This design comes from an exercise in tuning for small area on the open sky130 flow, not from production work.
Function was checked by simulation only, so behaviour that the tests miss may differ from the original.

==> flow/design.v <==
package InstructionSetPkg;
	parameter DataWidth          = 16;
	parameter ImmediateWidth     = 6;
	parameter ImmediateHighStart = 11;
	typedef enum logic [3:0] {
		NAND = 4'd0,
		ROL  = 4'd1,
		MOVE = 4'd2,
		NOR  = 4'd3,
		ROR  = 4'd4,
		LIL  = 4'd5,
		LIU  = 4'd6,
		ADC  = 4'd7,
		SUB  = 4'd8,
		DIV  = 4'd9,
		MOD  = 4'd10,
		MUL  = 4'd11,
		MUH  = 4'd12,
		NOP13 = 4'd13,
		NOP14 = 4'd14,
		NOP15 = 4'd15
	} eOperation;
	typedef struct packed {
		logic Overflow;
		logic Parity;
		logic Negative;
		logic Zero;
		logic Carry;
	} sFlags;
endpackage
module CondNeg (input logic [15:0] X, input logic Neg, output logic [15:0] Y);
	logic [16:0] t;
	assign t[0] = 1'b0;
	genvar k;
	generate for (k = 0; k < 16; k++) begin : g
		assign Y[k]   = X[k] ^ t[k];
		assign t[k+1] = t[k] | (Neg & X[k]);
	end endgenerate
endmodule
module UMul16 (input logic [15:0] A, input logic [15:0] B, output logic [31:0] P);
	logic [29:0] p15;
	UMul15 core (.A(A[14:0]), .B(B[14:0]), .P(p15));
	assign P[14:0]  = p15[14:0];
	assign P[30:15] = {1'b0, p15[29:15]} | (B & {16{A[15]}}) | (A & {16{B[15]}});
	assign P[31]    = 1'b0;
endmodule
module UMul15 (input logic [14:0] A, input logic [14:0] B, output logic [29:0] P);
	logic [14:0] accn [0:14];
	logic        topn [0:14];
	genvar i, k;
	generate
		assign accn[0] = ~(A & {15{B[0]}});
		assign topn[0] = 1'b1;
		assign P[0] = ~accn[0][0];
		for (i = 1; i < 15; i++) begin : row
			logic [14:0] inn, ppn;
			logic [15:0] cyn;
			assign inn = {topn[i-1], accn[i-1][14:1]};
			assign ppn = ~(A & {15{B[i]}});
			assign cyn[0] = 1'b1;
			for (k = 0; k < 15; k++) begin : b
				assign accn[i][k] = inn[k] ^ ppn[k] ^ cyn[k];
				assign cyn[k+1]   = (inn[k] & ppn[k]) | (inn[k] & cyn[k]) | (ppn[k] & cyn[k]);
			end
			assign topn[i] = cyn[15];
			assign P[i] = ~accn[i][0];
		end
		assign P[29:15] = ~{topn[14], accn[14][14:1]};
	endgenerate
endmodule
module DivSteps #(parameter int JHI = 15, parameter int JLO = 0)
(
	input  logic [15:0]      WordIn,
	input  logic [15:0]      ND,
	input  logic             En,
	input  logic             Cin,
	input  logic             Force,
	output logic [15:0]      WordOut,
	output logic [JHI:JLO]   Q,
	output logic             Cout
);
	logic [15:0] nD;
	logic [16:0] dHigh;    
	logic [15:0] word [JLO:JHI+1];
	assign nD = ND;
	assign dHigh[16] = 1'b0;
	assign word[JHI+1] = WordIn;
	genvar j, k;
	generate
		for (k = 15; k >= 0; k--) begin : dh
			assign dHigh[k] = dHigh[k+1] | ~nD[k];
		end
		for (j = JHI; j >= JLO; j--) begin : step
			localparam int W = 16 - j;
			logic [W-1:0] rp;
			assign rp = word[j+1][15:j];
			if (((JHI - j) % 2) == 0) begin : pos
				logic [W-1:0] diff;
				logic [W:0]   cy;
				assign cy[0] = (j == JLO) ? Cin : 1'b1;
				for (k = 0; k < W; k++) begin : b
					assign diff[k] = rp[k] ^ nD[k] ^ cy[k];
					assign cy[k+1] = (rp[k] & nD[k]) | (rp[k] & cy[k]) | (nD[k] & cy[k]);
				end
				assign Q[j] = En & cy[W] & ~dHigh[W];
				if (j == JLO) begin : co
					assign Cout = cy[W];
				end
				if (j == 0) begin : last
					assign word[j] = (Q[j] | ((j == JLO) & Force)) ? diff : rp;
				end else begin : mid
					assign word[j] = {(Q[j] | ((j == JLO) & Force)) ? diff : rp, word[j+1][j-1:0]};
				end
			end else begin : neg
				logic [W-1:0] rpn, diffn;
				logic [W:0]   cyn;
				assign rpn = ~rp;
				assign cyn[0] = (j == JLO) ? ~Cin : 1'b0;
				for (k = 0; k < W; k++) begin : b
					assign diffn[k] = rpn[k] ^ ~nD[k] ^ cyn[k];
					assign cyn[k+1] = (rpn[k] & ~nD[k]) | (rpn[k] & cyn[k]) | (~nD[k] & cyn[k]);
				end
				assign Q[j] = En & ~cyn[W] & ~dHigh[W];
				if (j == JLO) begin : co
					assign Cout = ~cyn[W];
				end
				if (j == 0) begin : last
					assign word[j] = (Q[j] | ((j == JLO) & Force)) ? ~diffn : rp;
				end else begin : mid
					assign word[j] = {(Q[j] | ((j == JLO) & Force)) ? ~diffn : rp, word[j+1][j-1:0]};
				end
			end
		end
	endgenerate
	assign WordOut = word[JLO];
endmodule
module AluTop
(
	input  logic        Clock,
	input  logic [3:0]  Operation,
	input  logic [4:0]  InFlags,
	input  logic [5:0]  InImm,
	input  logic [15:0] InSrc,
	input  logic [15:0] InDest,
	output logic [15:0] OutDest,
	output logic [4:0]  OutFlags
);
	logic        sN, sS;
	logic [15:0] aN, aS;
	assign sN = InDest[15];
	assign sS = InSrc[15];
	CondNeg absN (.X(InDest), .Neg(sN), .Y(aN));
	CondNeg absS (.X(InSrc),  .Neg(sS), .Y(aS));
	logic [31:0] prod;
	UMul16 mul (.A(aN), .B(aS), .P(prod));
	logic        isDiv, isMod, srcZero, enA;
	logic [15:0] wordA;
	logic [15:8] qA;
	assign isDiv   = (Operation == 4'd9);
	assign isMod   = (Operation == 4'd10);
	assign srcZero = (InSrc == 16'd0);
	assign enA     = (isDiv | isMod) & ~srcZero;
	logic        coA;
	DivSteps #(.JHI(15), .JLO(8)) divA (.WordIn(aN), .ND(~aS), .En(enA), .Cin(1'b1), .Force(1'b0),
		.WordOut(wordA), .Q(qA), .Cout(coA));
	logic        isSub, isAddSub, c;
	logic [15:0] addB;
	assign c        = InFlags[0];
	assign isSub    = (Operation == 4'd8);
	assign isAddSub = (Operation == 4'd7) || isSub;
	assign addB     = InSrc ^ {16{isSub}};
	logic [15:0] valA;
	logic [4:0]  flagsA;
	logic        selA, negA, updA;
	always_comb begin
		flagsA = InFlags;
		case (Operation)
			4'd0:  valA = ~(InSrc & InDest);
			4'd1:  valA = {InSrc[14:0], c};
			4'd2:  valA = InSrc;
			4'd3:  valA = ~(InSrc | InDest);
			4'd4:  valA = {c, InSrc[15:1]};
			4'd5:  valA = {{10{InImm[5]}}, InImm};
			4'd6:  valA = InImm[5] ? {InImm[4:0], InDest[10:0]} : {{4{InImm[5]}}, InImm, InDest[5:0]};
			4'd7, 4'd8: valA = InDest;
			4'd11: valA = prod[15:0];
			4'd12: valA = prod[31:16];
			4'd9, 4'd10: valA = srcZero ? 16'd0 : wordA;
			default: valA = 16'd0;
		endcase
		if (Operation == 4'd1) flagsA[0] = InSrc[15];
		if (Operation == 4'd4) flagsA[0] = InSrc[0];
		if (isAddSub) begin
			flagsA[0] = c ^ isSub;    
			flagsA[4] = isSub;
		end
		updA = (Operation >= 4'd7 && Operation <= 4'd12);
		selA = enA ? isDiv : updA;
		negA = 1'b0;
		if (Operation == 4'd11 || Operation == 4'd12) negA = sN ^ sS;
		if (enA) negA = isDiv ? (sN ^ sS) : sN;
	end
	logic [15:0] valB, ndB;
	logic [15:8] qB;
	logic [1:0]  flagsB;    
	logic        enB, selB, negB;
	always_ff @(posedge Clock) begin
		valB   <= valA;
		ndB    <= isAddSub ? addB : updA ? ~aS : {~aS[15:3], flagsA[3:1]};
		qB     <= {qA[15] | isAddSub, qA[14:8]};
		flagsB <= {flagsA[4], flagsA[0]};
		enB    <= enA;
		selB   <= selA;
		negB   <= negA;
	end
	logic [15:0] wordB;
	logic [7:3]  qBn;
	logic        coB;
	DivSteps #(.JHI(7), .JLO(3)) divB (.WordIn(valB), .ND(ndB), .En(enB), .Cin(1'b1), .Force(1'b0),
		.WordOut(wordB), .Q(qBn), .Cout(coB));
	logic [15:0] valC, ndC;
	logic [15:3] qC;
	logic [1:0]  flagsC;
	logic        enC, selC, negC;
	always_ff @(posedge Clock) begin
		valC   <= wordB;
		ndC    <= ndB;
		qC     <= {qB, qBn};
		flagsC <= flagsB;
		enC    <= enB;
		selC   <= selB;
		negC   <= negB;
	end
	logic [15:0] wordC, mag;
	logic [2:0]  qCn;
	logic        addC, coC;
	assign addC = ~enC & qC[15];
	DivSteps #(.JHI(2), .JLO(0)) divC (.WordIn(valC), .ND(ndC), .En(enC), .Cin(~addC | flagsC[0]),
		.Force(addC), .WordOut(wordC), .Q(qCn), .Cout(coC));
	assign mag = (enC & selC) ? {qC, qCn} : wordC;
	CondNeg negR (.X(mag), .Neg(negC), .Y(OutDest));
	always_comb begin
		OutFlags = {flagsC[1], ndC[2:0], flagsC[0]};
		if (addC) begin
			OutFlags[0] = coC ^ flagsC[1];
			OutFlags[4] = (valC[15] ^ OutDest[15]) & ~(valC[15] ^ ndC[15]);
		end
		if (enC | selC) begin
			OutFlags[1] = ~|OutDest;
			OutFlags[2] = OutDest[15];
			OutFlags[3] = ~^OutDest;
		end
	end
endmodule
==> flow/flow/run.sh <==
#!/bin/bash
# Layout flow: the standard layout (standard.sh) with an area-oriented
# synthesis in front of it.
#  2. the same ORFS synthesis run with flow/my_synth.tcl: Yosys's synth
#     without its quick ABC pass, so that the full adders written in the RTL
#     are extracted as written, and the final ABC mapping with
#     flow/abc_area.script (area-oriented standard-cell mapping).
#  3. flow/regnames.py gives that netlist's flip-flops the standard names
#     (paired by the net on their Q pin); if anything does not pair one to
#     one, the standard netlist is kept.
#  4. standard.sh finish on the chosen netlist, with a buf_1 as the buffer
#     that every input and output port gets.
# Each tool's output goes to a log file of its own in the work folder.
set -uo pipefail
W=$(pwd)
F=$W/flow
R=$W/orfs/results/$FLOW_PLATFORM/AluTop/base
A=$W/area/results/$FLOW_PLATFORM/AluTop/base

bash standard.sh synth > "$W/log_1_standard_synth.txt" 2>&1 || exit 1
cp "$R/1_2_yosys.v" "$W/standard_1_2_yosys.v"

MY_ABC_SCRIPT=$F/abc_area.script bash standard.sh SYNTH_SCRIPT=$F/my_synth.tcl WORK_HOME=$W/area synth \
	> "$W/log_2_area_synth.txt" 2>&1
if [[ -f $A/1_2_yosys.v ]] && python3 "$F/regnames.py" "$W/standard_1_2_yosys.v" "$A/1_2_yosys.v" \
	"$W/area_1_2_yosys.v" > "$W/log_3_regnames.txt" 2>&1; then
	cp "$W/area_1_2_yosys.v" "$R/1_2_yosys.v"
	touch "$R/1_2_yosys.v"
	echo "using the area synthesis" >> "$W/log_3_regnames.txt"
else
	echo "using the standard synthesis" >> "$W/log_3_regnames.txt"
fi

bash standard.sh "BUFFER_PORTS_ARGS=-buffer_cell sky130_fd_sc_hd__buf_1" finish > "$W/log_4_layout.txt" 2>&1
==> flow/flow/abc_area.script <==
strash
dch -f
amap -m -A 8 -F 2
topo
stime -c
==> flow/flow/my_synth.tcl <==
# The standard flow's synthesis script with three changes: Yosys's synth runs without its
# quick ABC pass (so that full adders are found in the logic as written),
# only full adders are extracted, and the final ABC mapping uses the script
# named by MY_ABC_SCRIPT.
proc synth {args} { yosys synth -nofsm -noshare -noabc {*}$args }
# Only full adders: a half adder cell is no smaller than its XOR and AND.
proc extract_fa {args} { yosys extract_fa -fa }
proc abc {args} {
  set i [lsearch -exact $args -script]
  if { $i >= 0 && [info exists ::env(MY_ABC_SCRIPT)] } {
    set args [lreplace $args [expr {$i + 1}] [expr {$i + 1}] $::env(MY_ABC_SCRIPT)]
  }
  yosys abc {*}$args
}
source $::env(SCRIPTS_DIR)/synth.tcl
# left out here: clear keep_hierarchy, flatten, clean up, hide names made inside functions, write 1_2_yosys.v
==> flow/flow/regnames.py <==
#!/usr/bin/env python3
"""Give the flip-flops of a netlist the names the standard synthesis gave them.

usage: regnames.py STANDARD.v CUSTOM.v OUT.v
Flip-flops are paired by the net on their Q pin. Exits non-zero, writing
nothing, unless every flip-flop pairs one to one with the same cell type."""
import re
import sys

INST = re.compile(r'^(\s*)(sky130_fd_sc_hd__\w+)\s+(\\\S+|\S+)\s*\(', re.M)


def flops(text):
    out = {}
    for m in INST.finditer(text):
        cell, name = m.group(2), m.group(3)
        if not re.match(r'sky130_fd_sc_hd__(df|sdf|edf|dl)', cell):
            continue
        body = text[m.end():text.index(');', m.end())]
        q = re.search(r'\.Q\(\s*(\\\S+|[^\s)]+)\s*\)', body)
        if not q:
            sys.exit('flop without Q: ' + name)
        out[name] = (cell, q.group(1), m)
    return out


std = open(sys.argv[1]).read()
cus = open(sys.argv[2]).read()
fs, fc = flops(std), flops(cus)
by_q = {}
for name, (cell, q, _) in fs.items():
    if q in by_q:
        sys.exit('two standard flops on one net ' + q)
    by_q[q] = (name, cell)
if len(fs) != len(fc):
    sys.exit('flop counts differ: %d standard, %d custom' % (len(fs), len(fc)))
ren = {}
for name, (cell, q, m) in fc.items():
    if q not in by_q:
        sys.exit('no standard flop drives ' + q)
    sname, scell = by_q.pop(q)
    if re.sub(r'_\d+$', '', scell) != re.sub(r'_\d+$', '', cell):
        sys.exit('cell types differ on ' + q)
    ren[name] = sname
names_in_use = set(m.group(3) for m in INST.finditer(cus))
for name, sname in ren.items():
    if sname != name and sname in names_in_use and sname not in ren:
        sys.exit('name clash ' + sname)
# rewrite instance names (positions from the end so offsets stay valid)
edits = sorted(((m.start(3), m.end(3), ren[n]) for n, (c, q, m) in fc.items()), reverse=True)
for a, b, new in edits:
    if new.startswith('\\') and not new.endswith(' '):
        new = new + ' '
    cus = cus[:a] + new + cus[b:]
open(sys.argv[3], 'w').write(cus)
print('renamed %d of %d flops' % (sum(1 for n in ren if ren[n] != n), len(ren)))
==> flow/standard.sh <==
#!/bin/bash
# synth_recipe.tcl (not shown) runs the flow's synth.tcl, then flattens the netlist and writes it again
# the make line also repeats each setting of config.mk as NAME=value (left out here)
make -C /OpenROAD-flow-scripts/flow DESIGN_CONFIG=/design/flow/config.mk WORK_HOME=/design/flow/orfs CLKGATE_MAP_FILE= SYNTH_SCRIPT=/design/flow/synth_recipe.tcl "${@:-finish}"
==> flow/config.mk <==
export PLATFORM = sky130hd
export DESIGN_NAME = AluTop
export DESIGN_NICKNAME = AluTop
export VERILOG_FILES = /design/flow/design.v
export SDC_FILE = /design/flow/constraint.sdc
export NUM_CORES = 4
export LEC_CHECK = 0
export CAP_MARGIN = 10
export CORE_MARGIN = 2
export CORE_UTILIZATION = 65
export CTS_BUF_LIST = sky130_fd_sc_hd__clkbuf_8
export CTS_CLUSTER_SIZE = 20
export GPL_TIMING_DRIVEN = 0
export SLEW_MARGIN = 10
==> flow/constraint.sdc <==
create_clock -name core_clock -period 34.0 [get_ports {Clock}]
set_input_delay 6.8000 -clock core_clock [delete_from_list [all_inputs] [get_ports {Clock}]]
set_output_delay 6.8000 -clock core_clock [all_outputs]
set_load 0.01 [all_outputs]
==> out/qor.yml <==
max-slew-margin-rel_pct: 14.93
path_max_fanout: 7
post-route-drc-count: 0
drt-vias-per-instance: 6.670
setup_repair_after_global_routing_missed_its_margin: "no"
required_time_reported_for_the_critical_path_endpoint_ps: 27200
die_boundary_height_um: 148.2
stdcell_area_um2: 14610
worst_path_largest_cell_delay_ps: 500
synth.avg_cell_area_um2: 9.265
max_clock_freq_mhz: 30.54
antenna_violating_nets_post_route: 0
insertion_delay_ps: 370
cp-start-kind: "flip-flop"
clk_path_buf_depth: 2
critical_path_start_end_classification: "reg -> out"
cts-htree-levels: 3
cts.sink_count: 95
largest_net_degree_at_the_start_of_global_routing: 30
hpwlAfterDp_um: 33980
clock-root-buffer: "sky130_fd_sc_hd__clkbuf_8"
arrival_ps: 25950
clock-skew-final_ps: 13.25
tritoncts: "built"
synth-warning-count: 10
max-cap-violations: 0
drc_marker_count_from_the_first_detailed_route_iteration: 1001
fin_hold_ws_ps: 326.5
nFillCells: 1531
gp_congestion: 0.9927
layout_worst_path_cycle_share_pct: 96.31
route.vias.total: 12210
nets: 1918
number_of_instances_in_the_synthesized_netlist: 1459
worst_pin_slew_ps: 1244
cts_hold_repair.buffers: 0
area_delta_synth_final_pct: 8.099
cp-end-kind: "primary output"
critical_path.most_common_cell: "sky130_fd_sc_hd__fa_1"
wirelength_per_cell_um: 22.83
period_minus_slack_ps: 32750
totalWireLength_um: 41790
grt_antenna_before_repair: 1
first_global_vias: 12860
finalSetupTns_ps: 0
synth_area_um2: 13520
synthesis.nets: 1823
ioPinCount: 69
critPathSlowestCell: "sky130_fd_sc_hd__fa_1"
setup_viol_count_final: 0
dpl_cell_area_um2: 14340
fp.coreArea_um2: 20300
fp-row-count: 52
post_route_cells_drive_above_1_share_pct: 3.400
run_status: "complete, no violations"
holdCritPathClass: "reg -> reg"
cp_top_family: "adder cells"
grt-ovfl-total: 0
io_buffers: 68
fp.dieW_um: 148.2
critical_path_buf_inv_count: 5
clk_pin_slew_ps: 100
grt_first_pass_wirelength_um: 66150
number_of_cts_inserted_buffers: 9
timing.final.hold_violations: 0
drt_first_pass_iters: 5
grt_use_total_pct: 39.64
maxSlewViolCount: 0
floorplan.initialDensity_pct: 66.59
floorplan.die_area_um2: 21970
==> registers in the layout, summed over array words and instances, names as in the netlist <==
register	cells
enB	1
enC	1
flagsB	2
flagsC	2
ndB	16
ndC	16
negB	1
negC	1
qB	8
qC	13
selB	1
selC	1
valB	16
valC	16
==> per-layer routing <==
layer / vias up / routed length, µm / track usage, %
li1: 5281 / - / -
met1: 6124 / 14820 / 46.37
met2: 604 / 21150 / 70.25
met3: 195 / 2799 / 4.663
met4: 2 / 2979 / 24.14
met5: - / 33 / 0
==> worst paths after layout <==
check,slack [ps],to,from,cells past startpoint
setup / recovery,1250,OutFlags[3],ndC[0],78
hold / removal,330,qC[10],qB[10],0
setup reg to reg,6800,valC[3],ndB[0],70
hold reg to reg,330,qC[10],qB[10],0
==> timing repair <==
action / 4_1_cts / 5_1_grt
setup endpoints to repair: 0 / 4
buffers inserted: 0 / 7
gates resized for setup: 0 / 5
==> stage by stage <==
stage	util, %	setup WS (ps)	instances
final	71.99	1253	1830
after global routing	71.97	61.15	1829
after CTS	71.54	197.9	1822
after detailed placement	70.62	661.5	1806
after global placement	69.51	703.1	1797
after floorplan	-	2543	1459
==> final cells by class <==
cell class	instances	area, µm²	share of cell area (%)
clock inverter	7	63.81	0.4367
multi-input combinational	1207	11150	76.30
timing repair buffer	84	432.9	2.963
tap	270	337.8	2.312
antenna	1	2.502	0.01712
sequential	95	1902	13.01
buffer	1	7.507	0.05137
inverter	156	593.1	4.059
clock buffer	9	123.9	0.8477
==> worst register-to-register path: cells and delay by family (launching register included) <==
family | cells | cell delay, ps
compound gates | 6 | 1170
fa+ha+maj | 48 | 21660
buf+inv | 5 | 1770
flops | 1 | 450
simple gates | 11 | 2100
==> layout by cell type, fill, tap and decap left out, types with 11 or more instances in the layout <==
| master | n |
|---|---|
| sky130_fd_sc_hd__nor2_1 | 332 |
| sky130_fd_sc_hd__fa_1 | 316 |
| sky130_fd_sc_hd__clkinv_1 | 154 |
| sky130_fd_sc_hd__o21ai_0 | 134 |
| sky130_fd_sc_hd__dfxtp_1 | 95 |
| sky130_fd_sc_hd__buf_1 | 68 |
| sky130_fd_sc_hd__nand2_1 | 65 |
| sky130_fd_sc_hd__o22ai_1 | 65 |
| sky130_fd_sc_hd__a21oi_1 | 46 |
| sky130_fd_sc_hd__o22a_1 | 44 |
| sky130_fd_sc_hd__a22oi_1 | 21 |
| sky130_fd_sc_hd__o221ai_1 | 19 |
| sky130_fd_sc_hd__a221o_1 | 13 |
| sky130_fd_sc_hd__nor3_1 | 13 |
| sky130_fd_sc_hd__a211oi_1 | 13 |
| sky130_fd_sc_hd__o22ai_2 | 11 |
| sky130_fd_sc_hd__nand3_1 | 11 |

==> static timing again, ports no longer ideal <==
Ports are ideal in the flow. The routed layout listed here was re-timed in OpenROAD. Step 1 (the two cells are an assumption about what drives the block):
set clk [get_ports {Clock}]
set_driving_cell -lib_cell sky130_fd_sc_hd__clkbuf_16 $clk
set_driving_cell -lib_cell sky130_fd_sc_hd__buf_2 [delete_from_list [all_inputs] $clk]
Step 2 times the ports against the registers' clock, not the clock port: input delays grow and output delays shrink by t, the midpoint of the rising clock arrivals with the driver on. a / b / c = ideal / step 1 / step 2; a / b = the first two.
t, ns: 0.398
setup WS [ns]: 1.253 / 1.216 / 1.614
worst setup path after step 2: register to output
clock arrival spread, ns: 0.014 / 0.014
After both steps setup and hold are still met in this run. The setup slack of this run moves by -0.037 ns with the drivers and by +0.361 ns with both steps.
